Source: an optimization exercise on an open RTL-to-GDS flow (aim: small area). Production flows keep margins and buffers that such runs may drop. In this exercise RTL edits were held to simulation tests only and were not proved equivalent to the original. Power and IR drop assume default switching activity.

<file path="flow/design.v">
module top_module (
    input wire clk,
    input wire reset,
    input wire rx,
    input wire mode_switch,
    input wire btn_up,
    input wire btn_down,
    output wire pwm_fan,
    output wire in1,
    output wire in2,
    output wire in3,
    output wire [3:0] an,
    output wire [6:0] seg,
    output wire dp
);
    function [16:0] rca16(input [15:0] a, input [15:0] b, input ci);
        integer i;
        reg c;
        reg [15:0] s;
        begin
            c = ci;
            for (i = 0; i < 16; i = i + 1) begin
                s[i] = a[i] ^ b[i] ^ c;
                c = (a[i] & b[i]) | (a[i] & c) | (b[i] & c);
            end
            rca16 = {c, s};
        end
    endfunction
    localparam [6:0] U_S0 = 7'b0011010, U_S52 = 7'b0000001, U_END = 7'b1001101;
    reg rx1, nrx2;      
    reg busy;
    reg [6:0] cnt;
    reg [9:0] sh;       
    reg [7:0] ntdf;     
    always @(posedge clk or posedge reset)
        if (reset) begin rx1 <= 1'b1; nrx2 <= 1'b0; end
        else begin rx1 <= rx; nrx2 <= ~rx1; end
    wire utick = (cnt == U_END);
    always @(posedge clk)
        cnt <= busy ? {cnt[5:0], ~(cnt[0] ^ cnt[6]) ^ utick} : U_S52;
    always @(posedge clk or posedge reset)
        if (reset) busy <= 1'b0;
        else busy <= busy ? ~(utick & sh[0]) : nrx2;
    always @(posedge clk)
        if (!busy) sh <= 10'b1000000000;
        else if (utick & ~sh[0]) sh <= {nrx2, sh[9:1]};
    wire dv = ~busy & (cnt == U_S0);
    always @(posedge clk or posedge reset)
        if (reset) ntdf <= 8'hff;
        else if (dv) ntdf <= sh[9:2];
    localparam [16:0] C_LIM = 17'b01001010111000001;    
    reg [6:0] usp;
    reg [16:0] count;
    wire up = btn_up & (usp != 7'd99);
    wire dn = ~up & btn_down & (usp != 7'd0);
    wire active = mode_switch & (up | dn);
    wire lim = (count == C_LIM);
    always @(posedge clk)
        count <= (active & ~lim & ~reset) ? {count[15:0], ~(count[16] ^ count[2])} : 17'd0;
    wire [16:0] usp_n = rca16({9'd0, usp}, {16{dn}}, up);
    always @(posedge clk or posedge reset)
        if (reset) usp <= 7'd24;
        else if (active & lim) usp <= usp_n[6:0];
    wire [7:0] csp = mode_switch ? {1'b0, usp} : 8'd24;
    wire [16:0] dsum = rca16({8'd0, csp}, {8'd0, ntdf}, 1'b1);    
    wire [7:0] d = dsum[7:0];
    wire fan_en = ~dsum[8];                                        
    wire [16:0] c_gt = rca16({9'd0, usp}, {8'd0, ntdf}, 1'b1);     
    wire [16:0] c_ge = rca16({9'd0, usp}, {8'd0, ntdf}, 1'b0);     
    assign in2 = ~c_gt[8];
    assign in3 = c_gt[8];
    assign in1 = ~c_ge[8];
    reg [7:0] e1, e2, e3, e4;
    reg [13:0] ctl;
    always @(posedge clk) begin
        e1 <= d;
        e2 <= e1;
    end
    always @(posedge clk or posedge reset)
        if (reset) begin e3 <= 8'd24; e4 <= 8'd24; end
        else begin e3 <= e2; e4 <= e3; end
    wire [16:0] pa = rca16({8'd0, e4}, {7'h7f, ~e3, 1'b1}, 1'b1);   
    wire [16:0] pb = rca16(pa[15:0], {6'd0, e2, 2'b00}, 1'b0);      
    wire [16:0] pc_ = rca16({2'b00, ctl}, pb[15:0], 1'b0);
    always @(posedge clk or posedge reset)
        if (reset) ctl <= 14'h3fd0;     
        else ctl <= pc_[13:0];
    reg [15:0] pc;
    reg pwm;
    wire [16:0] pc_inc = rca16(pc, 16'd0, 1'b1);
    wire [16:0] c_lt = rca16({2'b00, ctl}, {2'b11, ~pc[15:2]}, 1'b0);   
    always @(posedge clk or posedge reset)
        if (reset) pc <= 16'd0;
        else pc <= pc_inc[15:0];
    always @(posedge clk) pwm <= c_lt[16];
    assign pwm_fan = fan_en & pwm;
    localparam [9:0] R_S0 = 10'b0111010011, R_END = 10'b1011101001;
    reg [9:0] rc;
    reg [1:0] sel;
    reg [3:0] sd;
    wire rtick = (rc == R_END);
    always @(posedge clk or posedge reset)
        if (reset) rc <= R_S0;
        else rc <= {rc[8:0], ~(rc[2] ^ rc[9]) ^ rtick};
    wire [1:0] sel_n = {sel[1] ^ (sel[0] & rtick), sel[0] ^ rtick};
    always @(posedge clk or posedge reset)
        if (reset) sel <= 2'd0;
        else sel <= sel_n;
    function [3:0] d5(input [2:0] r, input b);    
        d5 = {r[2] | b & r[1] | r[0] & r[1],
              b & r[2] | ~b & ~r[0] & r[1],
              b & r[0] & ~r[2] | ~b & r[0] & ~r[1],
              r[2] | (b ^ r[1])};
    endfunction
    wire [7:0] tin = mode_switch ? {1'b0, usp} : ~ntdf;
    wire [3:0] s1 = d5({1'b0, tin[7:6]}, tin[5]);
    wire [3:0] s2 = d5(s1[2:0], tin[4]);
    wire [3:0] s3 = d5(s2[2:0], tin[3]);
    wire [3:0] s4 = d5(s3[2:0], tin[2]);
    wire [3:0] s5 = d5(s4[2:0], tin[1]);
    wire [4:0] q = {s1[3], s2[3], s3[3], s4[3], s5[3]};    
    wire [3:0] u1 = d5({1'b0, q[4:3]}, q[2]);
    wire [3:0] u2 = d5(u1[2:0], q[1]);
    always @(posedge clk)
        sd <= (sel_n == 2'd0) ? {u2[2:0], q[0]} : (sel_n == 2'd1) ? {s5[2:0], tin[0]} : 4'd0;
    assign an = {sel[1] | sel[0], sel[1] | ~sel[0], ~sel[1] | sel[0], ~(sel[1] & sel[0])};
    assign dp = sel[1] | ~sel[0];
    wire l = sd[0], c0 = sd[1], c1 = sd[2], c2 = sd[3];
    assign seg[0] = l & ~c0 & ~c1 | ~l & ~c0 & c1;
    assign seg[1] = ~l & c0 & c1 | l & ~c0 & c1;
    assign seg[2] = ~l & c0 & ~c1 & ~c2;
    assign seg[3] = ~l & ~c0 & c1 | l & ~c0 & ~c1 | l & c0 & c1;
    assign seg[4] = ~c0 & c1 | l;
    assign seg[5] = l & ~c1 & ~c2 | c0 & ~c1 & ~c2 | l & c0 & ~c2;
    assign seg[6] = ~c0 & ~c1 | l & c0 & c1;
endmodule
</file>
<file path="flow/flow/combcut.py">
#!/usr/bin/env python3
"""Cut every flip-flop out of a flat sky130hd netlist: its Q net becomes an input (ffqN) and
its D net an output (ffdN), so two netlists with the same registers can be compared as
combinational logic. usage: combcut.py IN.v OUT.v MODULE"""
import re,sys
src,dst,modname=sys.argv[1],sys.argv[2],sys.argv[3]
txt=open(src).read()
ins=[];outs=[]
def repl(m):
    typ,name,body=m.group(1),m.group(2),m.group(3)
    if '__df' not in typ and '__edf' not in typ: return m.group(0)
    pins=dict((a,b.strip()) for a,b in re.findall(r'\.(\w+)\(((?:\\\S+\s)|[^()]*?)\)',body))
    k=len(ins)
    ins.append(pins['Q']); outs.append(('ffd%d'%k,pins['D']))
    return ''
txt=re.sub(r'^\s*(sky130_fd_sc_hd__\w+)\s+(\\\S+\s|\S+)\s*\((.*?)\);',repl,txt,flags=re.M|re.S)
# add ports
hdr_end=txt.index(');')
mh=re.match(r'(\s*/\*.*?\*/\s*)?module (\w+)\((.*?)\);',txt,re.S)
ports=mh.group(3)
newports=ports+', '+', '.join('ffq%d'%i for i in range(len(ins)))+', '+', '.join(o for o,_ in outs)
txt=txt[:mh.start(2)]+modname+'('+newports+');'+txt[mh.end():]
decl='\n'.join('  input ffq%d;'%i for i in range(len(ins)))+'\n'+'\n'.join('  output %s;'%o for o,_ in outs)+'\n'
decl+='\n'.join('  assign %s = ffq%d;'%(q if not q.startswith('\\') else q+' ',i) for i,q in enumerate(ins))+'\n'
decl+='\n'.join('  assign %s = %s;'%(o,d if not d.startswith('\\') else d+' ') for o,d in outs)+'\n'
txt=txt.replace('endmodule',decl+'endmodule')
open(dst,'w').write(txt)
print(len(ins),'flops cut')
</file>
<file path="flow/config.mk">
export PLATFORM = sky130hd
export DESIGN_NAME = top_module
export DESIGN_NICKNAME = top_module
export VERILOG_FILES = /design/flow/design.v
export SDC_FILE = /design/flow/constraint.sdc
export NUM_CORES = 4
export LEC_CHECK = 0
export ABC_AREA = 1
export CAP_MARGIN = 0
export CORE_MARGIN = 2
export CORE_UTILIZATION = 65
export CTS_BUF_LIST = sky130_fd_sc_hd__clkbuf_4
export PLACE_DENSITY = 0.75
export SLEW_MARGIN = 0
</file>
<file path="flow/constraint.sdc">
create_clock -name core_clock -period 10.0 [get_ports {clk}]
set_input_delay 2.0000 -clock core_clock [delete_from_list [all_inputs] [get_ports {clk}]]
set_output_delay 2.0000 -clock core_clock [all_outputs]
set_load 0.01 [all_outputs]
</file>
<file path="flow/flow/run.sh">
#!/bin/bash
# Own layout flow: the standard ORFS flow (standard.sh) with these changes
#  - synthesis maps the logic with a stronger ABC area script (flow/abc_area.script);
#    the registers, their names and cells are those of the standard synthesis
#  - after synthesis, flow/polarity.py re-chooses the polarity of full adders, majority
#    gates and xor gates to need fewer inverters; the result is used only if a SAT proof
#    (yosys, flip-flops cut by flow/combcut.py) shows its logic equals the synthesised one
#  - port buffers are sky130_fd_sc_hd__buf_1
#  - clock tree synthesis inserts no dummy loads
# Logs: flow_synth.log (synthesis), polarity.log, polarity_eq.log, flow_make.log (the rest);
# ORFS also keeps one log per step in orfs/logs/.
set -euo pipefail
W=$(pwd)
rm -rf "$W/scripts_own"
cp -r "$FLOW_HOME/scripts" "$W/scripts_own"
cp "$W/flow/abc_area.script" "$W/scripts_own/abc_area.script"
export SCRIPTS_DIR="$W/scripts_own"
export BUFFER_PORTS_ARGS="-buffer_cell sky130_fd_sc_hd__buf_1"
export CTS_ARGS="-sink_clustering_enable -repair_clock_nets -buf_list sky130_fd_sc_hd__clkbuf_8 -dont_use_dummy_load -sink_clustering_size 30 -sink_clustering_max_diameter 200"
R="$W/orfs/results/sky130hd/top_module/base"
YOSYS="$FLOW_HOME/../tools/install/yosys/bin/yosys"
LIB="$FLOW_HOME/platforms/sky130hd/lib/sky130_fd_sc_hd__tt_025C_1v80.lib"

bash "$W/standard.sh" "$R/1_2_yosys.v" > "$W/flow_synth.log" 2>&1
cp "$R/1_2_yosys.v" "$W/synth_orig.v"
ok=0
if python3 "$W/flow/polarity.py" "$W/synth_orig.v" "$W/synth_pol.v" > "$W/polarity.log" 2>&1 \
   && python3 "$W/flow/combcut.py" "$W/synth_orig.v" "$W/eq_gold.v" gold >> "$W/polarity.log" 2>&1 \
   && python3 "$W/flow/combcut.py" "$W/synth_pol.v" "$W/eq_gate.v" gate >> "$W/polarity.log" 2>&1; then
  cat > "$W/eq.ys" <<EOS
read_liberty -ignore_miss_func $LIB
read_verilog $W/eq_gold.v
read_verilog $W/eq_gate.v
flatten
opt_clean
miter -equiv -flatten -make_assert gold gate m
hierarchy -top m
sat -verify -prove-asserts m
EOS
  if "$YOSYS" -s "$W/eq.ys" > "$W/polarity_eq.log" 2>&1 && grep -q "SAT proof finished - no model found: SUCCESS" "$W/polarity_eq.log"; then
    ok=1
  fi
fi
if [[ $ok == 1 ]]; then
  cp "$W/synth_pol.v" "$R/1_2_yosys.v"
  echo "polarity: using the re-polarised netlist" >> "$W/polarity.log"
else
  echo "polarity: keeping the synthesised netlist" >> "$W/polarity.log"
fi
touch "$R/1_2_yosys.v"
bash "$W/standard.sh" > "$W/flow_make.log" 2>&1
</file>
<file path="flow/standard.sh">
#!/bin/bash
# synth_recipe.tcl (not shown) runs the flow's synth.tcl, then flattens the netlist and writes it again
# the make line also repeats each setting of config.mk as NAME=value (left out here)
make -C /OpenROAD-flow-scripts/flow DESIGN_CONFIG=/design/flow/config.mk WORK_HOME=/design/flow/orfs CLKGATE_MAP_FILE= SYNTH_SCRIPT=/design/flow/synth_recipe.tcl "${@:-finish}"
</file>
<file path="flow/flow/abc_area.script">
strash
&get -n
&dch -f
&nf -R 1000
&put
strash
&get -n
&dch -f
&nf -R 1000
&put
strash
&get -n
&dch -f
&nf -R 1000
&put
strash
&get -n
&dch -f
&nf -R 1000
&put
strash
&get -n
&dch -f
&nf -R 1000
&put
strash
&get -n
&dch -f
&nf -R 1000
&put
topo
stime -c
dnsize -c
</file>
<file path="flow/flow/polarity.py">
#!/usr/bin/env python3
"""Re-choose the polarity of self-dual cells (fa, maj3) and xor/xnor cells in a flat
Yosys netlist of sky130hd cells so that fewer inverters are needed.

A full adder and a majority gate are self-dual: f(~a,~b,~c) = ~f(a,b,c). An xor2/xnor2
absorbs an inverted input by switching to the other cell. Every inverter in the netlist is
removed, each net is written as (source signal, inversion), each flippable cell is given a
polarity, and one inverter is added per source signal whose other polarity some pin still
needs. The polarities are chosen by local search to minimise the inverters added. The
netlist keeps every register, port and register output net name.

usage: polarity.py IN.v OUT.v
"""
import re, sys, random

INV_RE = re.compile(r'sky130_fd_sc_hd__(clk)?inv(lp)?_\d+$')
FLIP = {'fa': (('A', 'B', 'CIN'), ('COUT', 'SUM')), 'maj3': (('A', 'B', 'C'), ('X',))}
PAR = {'xor2': ('X', 0), 'xnor2': ('Y', 1)}
OUTPINS = {'X', 'Y', 'Q', 'Q_N', 'SUM', 'COUT', 'HI', 'LO'}


def kind(t):
    m = re.match(r'sky130_fd_sc_hd__([a-z0-9]+?)_(\d+)$', t)
    return m.group(1) if m else t


def parse(path):
    txt = open(path).read()
    head_end = txt.index('  sky130_fd_sc_hd__')
    head = txt[:head_end]
    body = txt[head_end:]
    tail_i = body.rindex('endmodule')
    tail = body[tail_i:]
    body = body[:tail_i]
    if re.search(r'^\s*assign\b', body, re.M) or re.search(r'^\s*assign\b', head, re.M):
        raise SystemExit('netlist has assign statements: not handled')
    cells = []
    for m in re.finditer(r'^\s*(sky130_fd_sc_hd__\w+)\s+(\\\S+\s|\S+)\s*\((.*?)\);', body, re.M | re.S):
        typ, name, conns = m.group(1), m.group(2), m.group(3)
        pins = {}
        for pm in re.finditer(r'\.(\w+)\(((?:\\\S+\s)|[^()]*?)\)', conns):
            pins[pm.group(1)] = pm.group(2).strip() if not pm.group(2).startswith('\\') else pm.group(2)
        cells.append([typ, name, pins])
    rebuilt = sum(1 for _ in re.finditer(r'^\s*sky130_fd_sc_hd__', body, re.M))
    if rebuilt != len(cells):
        raise SystemExit('parse mismatch')
    return head, cells, tail


def norm(n):
    return n.strip()


def main(src, dst):
    head, cells, tail = parse(src)
    ports_out = set()
    for m in re.finditer(r'^\s*output\s+(\[(\d+):(\d+)\]\s*)?(\S+);', head, re.M):
        if m.group(1):
            hi, lo = int(m.group(2)), int(m.group(3))
            for i in range(min(hi, lo), max(hi, lo) + 1):
                ports_out.add('%s[%d]' % (m.group(4), i))
        else:
            ports_out.add(m.group(4))
    # literal of every net: (base, parity)
    invs = {}
    for c in cells:
        if INV_RE.match(c[0]):
            invs[norm(c[2]['Y'])] = norm(c[2]['A'])
    lit = {}

    def L(n):
        n = norm(n)
        if n in lit:
            return lit[n]
        if n in invs:
            b, p = L(invs[n])
            r = (b, p ^ 1)
        else:
            r = (n, 0)
        lit[n] = r
        return r
    # output port nets driven by inverters: keep that net name for the literal
    keep_name = {}
    for c in cells:
        if INV_RE.match(c[0]):
            y = norm(c[2]['Y'])
            if y in ports_out:
                l = L(y)
                if l in keep_name:
                    raise SystemExit('two output ports on one literal')
                keep_name[l] = y
    others = [c for c in cells if not INV_RE.match(c[0])]
    driver = {}
    for i, c in enumerate(others):
        for p, n in c[2].items():
            if p in OUTPINS:
                driver[norm(n)] = i
    var = {}   # cell index -> variable index
    for i, c in enumerate(others):
        k = kind(c[0])
        if k in FLIP or k in PAR:
            var[i] = len(var)
    fixed0 = set()
    for i, c in enumerate(others):
        if i in var:
            for p, n in c[2].items():
                if p in OUTPINS and norm(n) in ports_out:
                    fixed0.add(var[i])
    # loads: for every base, list of (required parity, load var or None); parity-cell inputs need nothing
    loads = {}
    for i, c in enumerate(others):
        k = kind(c[0])
        for p, n in c[2].items():
            if p in OUTPINS or p == 'CLK':
                continue
            n = norm(n)
            if re.match(r"^\d+'[bh]", n):
                continue
            b, r = L(n)
            if k in PAR:
                continue
            v = var.get(i) if k in FLIP else None
            loads.setdefault(b, []).append((r, v))
    for pn in ports_out:
        if pn in lit or pn in invs or pn in driver:
            b, r = L(pn)
            loads.setdefault(b, []).append((r, None))
    base_var = {}
    for b, i in driver.items():
        if i in var:
            base_var[b] = var[i]
    nv = len(var)
    dep = [[] for _ in range(nv)]
    for b, ls in loads.items():
        vs = set(v for _, v in ls if v is not None)
        if b in base_var:
            vs.add(base_var[b])
        for v in vs:
            dep[v].append(b)

    def bcost(b, x):
        q = x[base_var[b]] if b in base_var else 0
        need = set(r ^ (x[v] if v is not None else 0) for r, v in loads[b])
        return 1 if (q ^ 1) in need else 0

    def total(x):
        return sum(bcost(b, x) for b in loads)
    for b in base_var:
        loads.setdefault(b, [])
    best = None
    rnd = random.Random(1)
    for restart in range(30):
        x = [0] * nv if restart == 0 else [rnd.randint(0, 1) for _ in range(nv)]
        for v in fixed0:
            x[v] = 0
        improved = True
        while improved:
            improved = False
            order = list(range(nv))
            rnd.shuffle(order)
            for v in order:
                if v in fixed0:
                    continue
                bs = set(dep[v])
                before = sum(bcost(b, x) for b in bs)
                x[v] ^= 1
                after = sum(bcost(b, x) for b in bs)
                if after < before:
                    improved = True
                else:
                    x[v] ^= 1
        t = total(x)
        if best is None or t < best[0]:
            best = (t, x[:])
    t, x = best
    n_inv_before = sum(1 for c in cells if INV_RE.match(c[0]))
    # names
    name = {}
    fresh = [0]

    def N(b, r):
        if (b, r) in name:
            return name[(b, r)]
        if (b, r) in keep_name:
            nm = keep_name[(b, r)]
        elif r == 0:
            nm = b
        else:
            fresh[0] += 1
            nm = '_pol%d_' % fresh[0]
        name[(b, r)] = nm
        return nm
    for pn in ports_out:
        if pn in lit or pn in invs or pn in driver:
            N(*L(pn))
    out = []
    newwires = []
    for i, c in enumerate(others):
        typ, inst, pins = c
        k = kind(typ)
        np = {}
        if k in FLIP:
            p = x[var[i]]
            for pn, n in pins.items():
                nn = norm(n)
                if pn in OUTPINS:
                    np[pn] = N(nn, p)
                else:
                    if re.match(r"^\d+'[bh]", nn):
                        raise SystemExit('constant on flippable cell')
                    b, r = L(nn)
                    np[pn] = N(b, r ^ p)
        elif k in PAR:
            outpin, k0 = PAR[k]
            q = x[var[i]]
            par = k0 ^ q
            for pn, n in pins.items():
                nn = norm(n)
                if pn == outpin:
                    continue
                b, r = L(nn)
                qb = x[base_var[b]] if b in base_var else 0
                par ^= r ^ qb
                np[pn] = N(b, qb)
            if par:
                typ = 'sky130_fd_sc_hd__xnor2_1'; np['Y'] = N(norm(pins[outpin]), q)
            else:
                typ = 'sky130_fd_sc_hd__xor2_1'; np['X'] = N(norm(pins[outpin]), q)
        else:
            for pn, n in pins.items():
                nn = norm(n)
                if pn in OUTPINS:
                    np[pn] = N(nn, 0)
                elif pn == 'CLK' or re.match(r"^\d+'[bh]", nn):
                    np[pn] = nn
                else:
                    b, r = L(nn)
                    np[pn] = N(b, r)
        out.append((typ, inst, np))
    # inverters for every base whose other polarity is used
    used = {}
    for typ, inst, np in out:
        for pn, n in np.items():
            if pn not in OUTPINS:
                used[n] = True
    for pn in ports_out:
        used[pn] = True
    k = 0
    for (b, r), nm in list(name.items()):
        q = x[base_var[b]] if b in base_var else 0
        if r != q and nm in used:
            k += 1
            out.append(('sky130_fd_sc_hd__inv_1', '_polinv%d_' % k, {'A': N(b, q), 'Y': nm}))
    for (b, r), nm in name.items():
        if nm.startswith('_pol'):
            newwires.append(nm)

    def fmt(n):
        return n if not n.startswith('\\') else n + ' '
    lines = [head.rstrip('\n')]
    for w in newwires:
        lines.append('  wire %s;' % w)
    for typ, inst, np in out:
        lines.append('  %s %s (' % (typ, inst.strip() + (' ' if inst.startswith('\\') else '')))
        items = sorted(np.items())
        lines.append(',\n'.join('    .%s(%s)' % (p, fmt(n)) for p, n in items))
        lines.append('  );')
    lines.append(tail)
    open(dst, 'w').write('\n'.join(lines))
    sys.stderr.write('polarity: %d inverters before, %d after (%d flippable cells, %d flipped)\n'
                     % (n_inv_before, k, nv, sum(x)))


if __name__ == '__main__':
    main(sys.argv[1], sys.argv[2])
</file>
==> run summary, run 1 <==
* ANT cells at 0
* CP Launch Type: input port
* Clk buf depth at 2
* Placed insts at between 600 and 700
* Critical path's most frequent cell: fa_1
* CP peak stage delay at around 0.4 ns
* Fmax at between 100 and 150 MHz
* Row Count at 34
* Hold WC Path Type: reg2reg
* Worst Max-Slew Pin Slew at ~1.2 ns
* Kind of critical path: in2out
* Initial antenna violation count at 0
* Worst-Skew Late Latency at between 0.4 and 0.5 ns
* Vias in the first global route at 3609
* Root Buffer: clkbuf_8
* Number of vias per cell at between 5 and 6
* Clk_skew at around 0.025 ns
* DRC errors left at 0
* Hold-fix buffers, CTS at 0
* Via count at approximately 3400
* Setup TNS at 0 ns
* Die area at 0.00951 mm²
* Largest net degree at the start of global routing at 77
* Post-placement setup slack at about 2.6 ns
* Final Util at between 70 and 80%
* Critical path data arrival time at roughly 5.4 ns
* Max-slew headroom at ~22%
* Max Cap Violations at 0
* DP HPWL at between 6000 and 7000 µm
* Setup WS post-layout at approximately 2.6 ns
* Worst Path Max Fanout at 13
* Critical path endpoint category: primary output
* TritonRoute pass-1 iters at 5
* Critical Path Sink: pwm_fan
* PortBufs at 21
* Reg clk slew, reported paths at around 0.060 ns
* Commonest cells after routing, fill and taps aside: dfxtp_1 (55), nor2_1 (48), dfrtp_1 (46)
* Status: no timing/DRC/antenna violations
* Crit path required time at 8.00 ns
* # Post-CTS Setup Buffers at 0
* GRT Total Usage at 20.6%
* Die Ht at around 98 µm
* Share of cells above drive strength 1 at under 10%
* R2r endpoint: ctl[13]
* Post-CTS Resized at 0
* Mean Syn Cell Area at around 12 µm²
* Post-route minimum period at roughly 7.4 ns
* Core area at 0.00859 mm²
* Final Cycle Share at approximately 74%
* Drt total wl at ~8500 µm
* Synth Instances at between 400 and 500
* Final Hold Vio Count at 0
* Grt ovf at 0
* CTS Buf Count at 17
* Post-Syn Nets at between 500 and 600
* Worst-path cell chain: buf_1 > nand2_1 > ha_1 > inv_1 > fa_1 > fa_1 > fa_1 > fa_1 > fa_1 > fa_1 > ha_1 > nor2b_1 > buf_1
* Io pins at 22
* R2r setup slk at between 3 and 4 ns
* Clock Sink Count at roughly 130
* Worst reg2reg startpoint: e4[1]
* Final Non-Filler Cells at slightly above 600
* Worst hold margin at 0.318 ns
* Cell Area, Synth at around 0.0057 mm²
* DIE WIDTH at ~100 µm
* Max Slew Vio Count at 0
* Final-report setup violation count at 0
* Post-route ant nets at 0
* Worst reg2reg path depth at 18
* Most common cell after layout, fill and taps aside: dfxtp_1
* Final GP Congestion at between 0.8 and 0.9
* Initial Util at 66.1%
* Peak VDD IR at approximately 150 µV
* Synth Warn # at 1
* Power density cells at approximately 190 mW/mm²
* First-pass GRT wire length at between 15000 and 20000 µm
* CTS tree: yes
* First-iteration detailed-routing DRC count at between 100 and 150
* CP max-delay cell: fa_1
* Worst setup path startpoint: mode_switch
* Nets at between 500 and 600
* Wire length per cell at between 10 and 15 µm
* Static leakage at 0.00277 µW
* Layout Area Growth over Synthesis at 8.01%
* RSZ-0062 raised after global routing: false
* H-tree depth at 4
report_power, final:
group          internal, µW  switching (µW)
Sequential              613            52.0
Combinational          97.5             104
Clock                   149             158
Total                   860             314
flip-flops by register name (all words and copies together), names as in the netlist:
name / flops
count: 17
pc: 16
ctl: 14
rc: 10
sh: 10
e1: 8
e2: 8
e3: 8
e4: 8
ntdf: 8
cnt: 7
usp: 7
sd: 4
sel: 2
busy: 1
nrx2: 1
pwm: 1
rx1: 1
routing by layer:
layer  routed length, µm  global-route usage (%)
met5                   0                       0
met2                4310                    33.6
met3                 269                    5.25
met4                 141                    8.87
met1                3790                    26.3
area by class of cell:
class | count | area [µm²]
Timing Repair Buffer | 23 | 93.8
Fill cell | 623 | 2450
Inverter | 46 | 173
Sequential cell | 131 | 3040
Multi-Input combinational cell | 295 | 2460
Tap cell | 108 | 135
Clock buffer | 17 | 234
worst max-delay path: cells and delay by family:
kind | cells | cell delay (ns)
adder cells (fa/ha/maj) | 8 | 2.73
buffers and inverters | 3 | 0.43
AND/OR/NAND/NOR | 2 | 0.28
how the worst min path moves through the flow:
stage	startpoint	to	slack (ns)	depth (start not counted)
global route	e1[1]	e2[1]	0.33	0
CTS	e1[3]	e2[3]	0.32	0
floorplan	e1[0]	e2[0]	0.31	0
global placement	e1[5]	e2[5]	0.31	0
detailed placement	e1[2]	e2[2]	0.31	0
finish	e1[3]	e2[3]	0.32	0
metrics by stage:
stage                     total power, µW  instance area, µm²
after floorplan                       824                5680
after global placement                861                5910
after detailed placement              881                5910
after CTS                            1190                6140
after global routing                 1260                6140
final                                1170                6140
==> run 2: changes to the inputs <==
--- a/flow/flow/run.sh
+++ b/flow/flow/run.sh
@@ -18,3 +18,3 @@
 export BUFFER_PORTS_ARGS="-buffer_cell sky130_fd_sc_hd__buf_1"
-export CTS_ARGS="-sink_clustering_enable -repair_clock_nets -buf_list sky130_fd_sc_hd__clkbuf_8 -dont_use_dummy_load -sink_clustering_size 30 -sink_clustering_max_diameter 200"
+export CTS_ARGS="-sink_clustering_enable -repair_clock_nets -buf_list sky130_fd_sc_hd__clkbuf_4 -dont_use_dummy_load -sink_buffer_max_cap_derate 1.0"
 R="$W/orfs/results/sky130hd/top_module/base"
==> run 2 against run 1 <==
Combinational power barely moved. Cell area fell by 1.7%. Wire length fell by 1.1%. Synthesized cell count did not move. Non-clock buffer count did not move. Largest power group unchanged. Highest routed layer unchanged.
==> run summary, run 2 <==
* Synth Warn # at 1 (unchanged)
* Worst-path cell chain: buf_1 > nand2_1 > ha_1 > inv_1 > fa_1 > fa_1 > fa_1 > fa_1 > fa_1 > fa_1 > ha_1 > nor2b_1 > buf_1
* Critical path endpoint category: primary output
* Bufs and invs on worst path at 3 (unchanged)
* Worst setup path startpoint: mode_switch
* Worst reg2reg startpoint: e3[0]
* Post-route minimum period at 7.44 ns (+0.00562 ns)
* Vias in the first global route at 3569 (-1.1%)
* Drt total wl at 8420 µm (-1.1%)
* Die area at 0.00951 mm² (unchanged)
* Fmax at 134 MHz (about the same)
* CTS tree: yes
* Share of cells above drive strength 1 at 9.77% (unchanged)
* Largest regs: count (17), pc (16), ctl (14)
* Placed insts at 603 (unchanged)
* Io pins at 22 (unchanged)
* Worst Max-Slew Pin Slew at 1.19 ns (+0.0278 ns)
* CTS Buf Count at 17 (unchanged)
* Initial antenna violation count at 0 (unchanged)
* Max-slew headroom at 19.8% (-1.9 points)
* Final Hold Vio Count at 0 (unchanged)
* Largest delay contributor family on the critical path: adder cells
* Final-report setup violation count at 0 (unchanged)
* Commonest cells after routing, fill and taps aside: dfxtp_1 (55), nor2_1 (48), dfrtp_1 (46)
* Pwr Total at 1090 µW (-7.1%)
* TritonRoute pass-1 iters at 5 (unchanged)
* Largest net degree at the start of global routing at 77 (unchanged)
* DIE WIDTH at 97.5 µm (unchanged)
* Power density cells at 181 mW/mm² (-5.5%)
* Max Slew Vio Count at 0 (unchanged)
* CP max-delay cell: fa_1
* Wire length per cell at 13.6 µm (-1.1%)
* Final GP Congestion at 0.812 (unchanged)
* Via count at 3379 (-1.3%)
* Critical path data arrival time at 5.44 ns (about the same)
* First-iteration detailed-routing DRC count at 128 (+6.7%)
* Core area at 0.00859 mm² (unchanged)
* Die Ht at 97.5 µm (unchanged)
* Cell Area, Synth at 0.00568 mm² (unchanged)
* Worst Path Max Fanout at 13 (unchanged)
* Filler cells at 629 (+0.96%)
* Kind of critical path: in2out
* Nets at 584 (unchanged)
* Synth Instances at 473 (unchanged)
* Clock Sink Count at 131 (unchanged)
* Static leakage at 0.00273 µW (-1.6%)
* # Post-CTS Setup Buffers at 0 (unchanged)
* First-pass GRT wire length at 15500 µm (-1.1%)
* Worst-Skew Late Latency at 0.50 ns (+0.09 ns)
* Most flop-heavy register: count
* Hold-fix buffers, CTS at 0 (unchanged)
* Max Cap Violations at 0 (unchanged)
* Final Non-Filler Cells at 620 (unchanged)
* DRC errors left at 0 (unchanged)
* Clk buf depth at 2 (unchanged)
* ANT cells at 0 (unchanged)
* Root Buffer: clkbuf_4
* CP Launch Type: input port
* H-tree depth at 4 (unchanged)
* Setup TNS at 0 ns (unchanged)
* GRT Total Usage at 20.4% (-0.22 points)
* Grt ovf at 0 (unchanged)
* Critical path's most frequent cell: fa_1
* Crit path required time at 8.00 ns (about the same)
* Post-Syn Nets at 543 (unchanged)
* Number of vias per cell at 5.45 (-1.3%)
* CP peak stage delay at 0.41 ns (about the same)
* Peak VDD IR at 123 µV (-20%)
* Hold WC Path Type: reg2reg
* Status: no timing/DRC/antenna violations
* Final Cycle Share at 74.4% (about the same)
* Reg clk slew, reported paths at 0.08 ns (+0.02 ns)
* Mean Syn Cell Area at 12.0 µm² (unchanged)
* DP HPWL at 6190 µm (unchanged)
* Clk_skew at 0.0425 ns (+0.0177 ns)
* Initial Util at 66.1% (unchanged)
* HP Start: e1[3]
* Most common cell after layout, fill and taps aside: dfxtp_1
* Row Count at 34 (unchanged)
* Layout Area Growth over Synthesis at 6.14%
* RSZ-0062 raised after global routing: false
* Post-route ant nets at 0 (unchanged)
* Post-CTS Resized at 0 (unchanged)
* Max FFs per register at 17 (unchanged)
* PortBufs at 21 (unchanged)
run 2: worst paths after layout:
check                               end  slack (ns)  cells after the start
max in group asynchronous         e4[5]        7.58                      3
worst max register to register  ctl[13]        3.67                     17
worst min register to register    e2[3]        0.32                      0
worst min-delay path              e2[3]        0.32                      0
worst max-delay path            pwm_fan        2.56                     13
min in group asynchronous        usp[1]        1.80                      3
run 2: layout make-up:
| type | instances | area [µm²] | area share, % |
|---|---|---|---|
| inverter | 46 | 173 | 2.86 |
| tap | 108 | 135 | 2.24 |
| multi-input combinational | 295 | 2460 | 40.8 |
| sequential | 131 | 3040 | 50.4 |
| clock buffer | 17 | 128 | 2.12 |
| timing repair buffer | 23 | 93.8 | 1.56 |
run 2: routing by layer:
metal	global-route usage, %	part of all wire [%]
met5	0	0
met4	8.65	2.0
met3	5.61	3.6
met2	33.3	50
met1	25.7	44
run 2: power breakdown:
group          internal (µW)  switching, µW
combinational           97.4            104
clock                   77.8            148
sequential               612           52.0
run 2: metrics by stage:
step	worst slack, ns	util, %	hold WS, ns	cell area, µm²
after floorplan	3.15	-	0.310	5680
after global placement	2.68	68.7	0.310	5910
after detailed placement	2.55	68.7	0.312	5910
after CTS	2.55	70.2	0.324	6030
after global routing	2.36	70.2	0.331	6030
final	2.56	70.2	0.320	6030
==> run 3: changes to the inputs <==
--- a/flow/design.v
+++ b/flow/design.v
@@ -57,4 +57,7 @@
     wire lim = (count == C_LIM);
+    localparam [16:0] C_INV = 17'b01010101010101010;
+    reg [16:0] count_s;
+    always @(*) count = count_s ^ C_INV;
     always @(posedge clk)
-        count <= (active & ~lim & ~reset) ? {count[15:0], ~(count[16] ^ count[2])} : 17'd0;
+        count_s <= ((active & ~lim & ~reset) ? {count[15:0], ~(count[16] ^ count[2])} : 17'd0) ^ C_INV;
     wire [16:0] usp_n = rca16({9'd0, usp}, {16{dn}}, up);
@@ -79,3 +82,3 @@
     always @(posedge clk or posedge reset)
-        if (reset) begin e3 <= 8'd24; e4 <= 8'd24; end
+        if (reset) begin e3 <= 8'd48; e4 <= 8'd0; end
         else begin e3 <= e2; e4 <= e3; end
@@ -85,3 +88,3 @@
     always @(posedge clk or posedge reset)
-        if (reset) ctl <= 14'h3fd0;     
+        if (reset) ctl <= 14'd0;
         else ctl <= pc_[13:0];
--- a/flow/flow/run.sh
+++ b/flow/flow/run.sh
@@ -18,3 +18,3 @@
 export BUFFER_PORTS_ARGS="-buffer_cell sky130_fd_sc_hd__buf_1"
-export CTS_ARGS="-sink_clustering_enable -repair_clock_nets -buf_list sky130_fd_sc_hd__clkbuf_4 -dont_use_dummy_load -sink_buffer_max_cap_derate 1.0"
+export CTS_ARGS="-sink_clustering_enable -repair_clock_nets -buf_list sky130_fd_sc_hd__clkbuf_4 -dont_use_dummy_load"
 R="$W/orfs/results/sky130hd/top_module/base"
==> run 3 against run 2 <==
Critical endpoint unchanged. Register-to-register slack is essentially flat. Critical path type unchanged. Global-route usage increased by 0.51 points. Hold slack better by 0.011 ns. Critical path depth unchanged. Largest power group unchanged.
==> run summary, run 3 <==
* R2r setup slk at 3.68 ns (about the same)
* Clock network power share at 19.4% (-1.3 points)
* Final-report setup violation count at 0 (unchanged)
* Fmax at 136 MHz (+1.4%)
* First-pass GRT wire length at 15900 µm (+2.3%)
* Crit path required time at 8.00 ns (about the same)
* Combinational power share at 23.4% (+5.0 points)
* Final Hold Vio Count at 0 (unchanged)
* Power density cells at 195 mW/mm² (+8.2%)
* Initial antenna violation count at 0 (unchanged)
* Critical path endpoint category: primary output
* Vias in the first global route at 3467 (-2.9%)
* CP Launch Type: input port
* Most flop-heavy register: count_s
* Via count at 3364 (-0.44%)
* Hold EP: e2[6]
* Final Cycle Share at 73.4% (-1.0 points)
* Psw at 350 µW (+15%)
* Clk_skew at 0.0401 ns (-0.00245 ns)
* Worst reg2reg path depth at 18 (+1)
* Synth Instances at 473 (unchanged)
* Drt total wl at 8550 µm (+1.5%)
* Post-Syn Nets at 543 (unchanged)
* Sequential share of power at 57.2% (-3.7 points)
* Worst hold margin at 0.331 ns (+0.0108 ns)
* Critical path data arrival time at 5.34 ns (-0.10 ns)
* Hold WC Path Type: reg2reg
* DP HPWL at 6330 µm (+2.2%)
* Worst hold stages at 0 (unchanged)
* Commonest cells after routing, fill and taps aside: dfrtp_1 (57), dfxtp_1 (55), nor2_1 (51)
* DP Area at 0.00585 mm² (-0.87%)
* Most common cell after layout, fill and taps aside: dfrtp_1
* Peak VDD IR at 113 µV (-8.0%)
* # Post-CTS Setup Buffers at 0 (unchanged)
* Cell Area, Synth at 0.00564 mm² (-0.70%)
* Kind of critical path: in2out
* Die Ht at 97.2 µm (-0.34%)
* Setup WS post-layout at 2.66 ns (+0.102 ns)
* Status: no timing/DRC/antenna violations
* Hold-fix buffers, CTS at 0 (unchanged)
* Post-CTS Resized at 0 (unchanged)
* Row Count at 33 (-2.9%)
* DIE WIDTH at 97.2 µm (-0.34%)
* Nets at 583 (-0.17%)
* Max FFs per register at 17 (unchanged)
* Clock Sink Count at 131 (unchanged)
* Post-placement setup slack at 2.66 ns (+0.109 ns)
* HP Start: e1[6]
* Root Buffer: clkbuf_4
* Setup TNS at 0 ns (unchanged)
* Reg clk slew, reported paths at 0.08 ns (about the same)
* Post-route minimum period at 7.34 ns (-0.102 ns)
* R2r endpoint: ctl[13]
* CTS tree: yes
* First-iteration detailed-routing DRC count at 142 (+11%)
* H-tree depth at 4 (unchanged)
* Initial Util at 68.0% (+1.9 points)
* Final Non-Filler Cells at 616 (-0.65%)
* GRT Total Usage at 20.9% (+0.51 points)
* Worst-Skew Late Latency at 0.49 ns (about the same)
* Share of cells above drive strength 1 at 7.44% (-2.3 points)
* Max-slew headroom at 37.0% (+17 points)
* Max Cap Violations at 0 (unchanged)
* RSZ-0062 raised after global routing: false
* Static leakage at 0.00273 µW (about the same)
* Grt ovf at 0 (unchanged)
* Worst Path Max Fanout at 13 (unchanged)
* Largest regs: count_s (17), pc (16), ctl (14)
* DRC errors left at 0 (unchanged)
* Layout Area Growth over Synthesis at 5.99%
* Max Slew Vio Count at 0 (unchanged)
* Worst Max-Slew Pin Slew at 0.946 ns (-0.249 ns)
* Io pins at 22 (unchanged)
* Wire length per cell at 13.9 µm (+2.2%)
* Mean Syn Cell Area at 11.9 µm² (-0.70%)
* Final GP Congestion at 0.791 (-2.7%)
* Die area at 0.00944 mm² (-0.68%)
* Placed insts at 599 (-0.66%)
* Post-route ant nets at 0 (unchanged)
* Number of vias per cell at 5.46 (+0.20%)
* Post-route design area at 0.00598 mm² (-0.85%)
* PortBufs at 21 (unchanged)
* ANT cells at 0 (unchanged)
* Internal at 819 µW (+4.1%)
* Clk buf depth at 2 (unchanged)
* TritonRoute pass-1 iters at 6 (+1)
* Synth Warn # at 1 (unchanged)
* Worst reg2reg startpoint: e4[1]
* Core area at 0.00830 mm² (-3.4%)
* Largest net degree at the start of global routing at 77 (unchanged)
* CTS Buf Count at 17 (unchanged)
* Switching power share of the total at 29.9% (+2.1 points)
## run 3: through the flow
stage	utilization [%]	total power [µW]
finish	72.1	1170
global route	72.1	1270
CTS	72.1	1190
detailed placement	70.5	962
global placement	70.5	927
floorplan	-	879
## run 3: critical path, cell delays in order
cell	delay [ns]
buf_1	0.22
nand2_1	0.14
ha_1	0.14
inv_1	0.05
fa_1	0.38
fa_1	0.40
fa_1	0.39
fa_1	0.39
fa_1	0.39
fa_1	0.38
ha_1	0.20
nor2b_1	0.10
buf_1	0.16
## run 3: area by class of cell
cell class,instances,area (µm²)
multi-input cells,296,2440
clock buffers,17,128
repair buffers,22,86.3
inverters,45,169
fillers,604,2320
flip-flops and latches,131,3030
well taps,105,131
## run 3: power groups by stage
stage          clock network, µW  logic (µW)  registers, µW
2_1_floorplan                  0         214            665
3_3_place_gp                   0         250            677
3_5_place_dp                   0         280            681
4_1_cts                      236         283            671
5_1_grt                      260         326            684
6_report                     226         274            669
## run 3: layer usage
layer  wire length, µm  track usage, %  vias up
li1                  -               -     1643
met1              3880            27.5     1658
met2              4280            34.2       53
met3               277            6.33       10
met4               110            5.31        0
met5                 0               0        -
## run 3: worst max-delay path by stage
stage / from / end / slack (ns) / depth (start not counted)
2_1_floorplan: mode_switch / pwm_fan / 3.16 / 11
3_3_place_gp: mode_switch / pwm_fan / 2.70 / 13
3_5_place_dp: mode_switch / pwm_fan / 2.66 / 13
4_1_cts: mode_switch / pwm_fan / 2.66 / 13
5_1_grt: mode_switch / pwm_fan / 2.50 / 13
6_report: mode_switch / pwm_fan / 2.66 / 13

re-timing with driven ports:
In the flow no input, the clock included, has a driving cell. The finished layouts below were timed again as built, in two steps.
Step 1 sets driving cells, clkbuf_16 on the clock port and buf_2 on the other inputs (assumed; they add their load-dependent delay and slew).
Step 2 moves the port delays by t, midway between the first and last clock arrival at a register: inputs arrive t later, outputs are due t later. That takes back most of the time a late clock gives input paths.
Slacks: no drivers / after step 1 / after step 2; pairs: no drivers / after step 1.
run | t (ns) | setup slack, ns | worst hold slack (ns) | worst setup path after step 2 | latest minus earliest clock arrival (ns)
run 1 | 0.438 | 2.567 / 2.544 / 2.544 | 0.318 / 0.318 / 0.318 | input to output | 0.028 / 0.028
run 2 | 0.510 | 2.562 / 2.538 / 2.538 | 0.320 / 0.320 / 0.320 | input to output | 0.049 / 0.049
run 3 | 0.501 | 2.663 / 2.642 / 2.642 | 0.331 / 0.331 / 0.331 | input to output | 0.041 / 0.040
After both steps setup and hold are still met in every run listed. The setup slack of run 2, which loses most, moves by -0.024 ns with the drivers and by -0.024 ns with both steps.
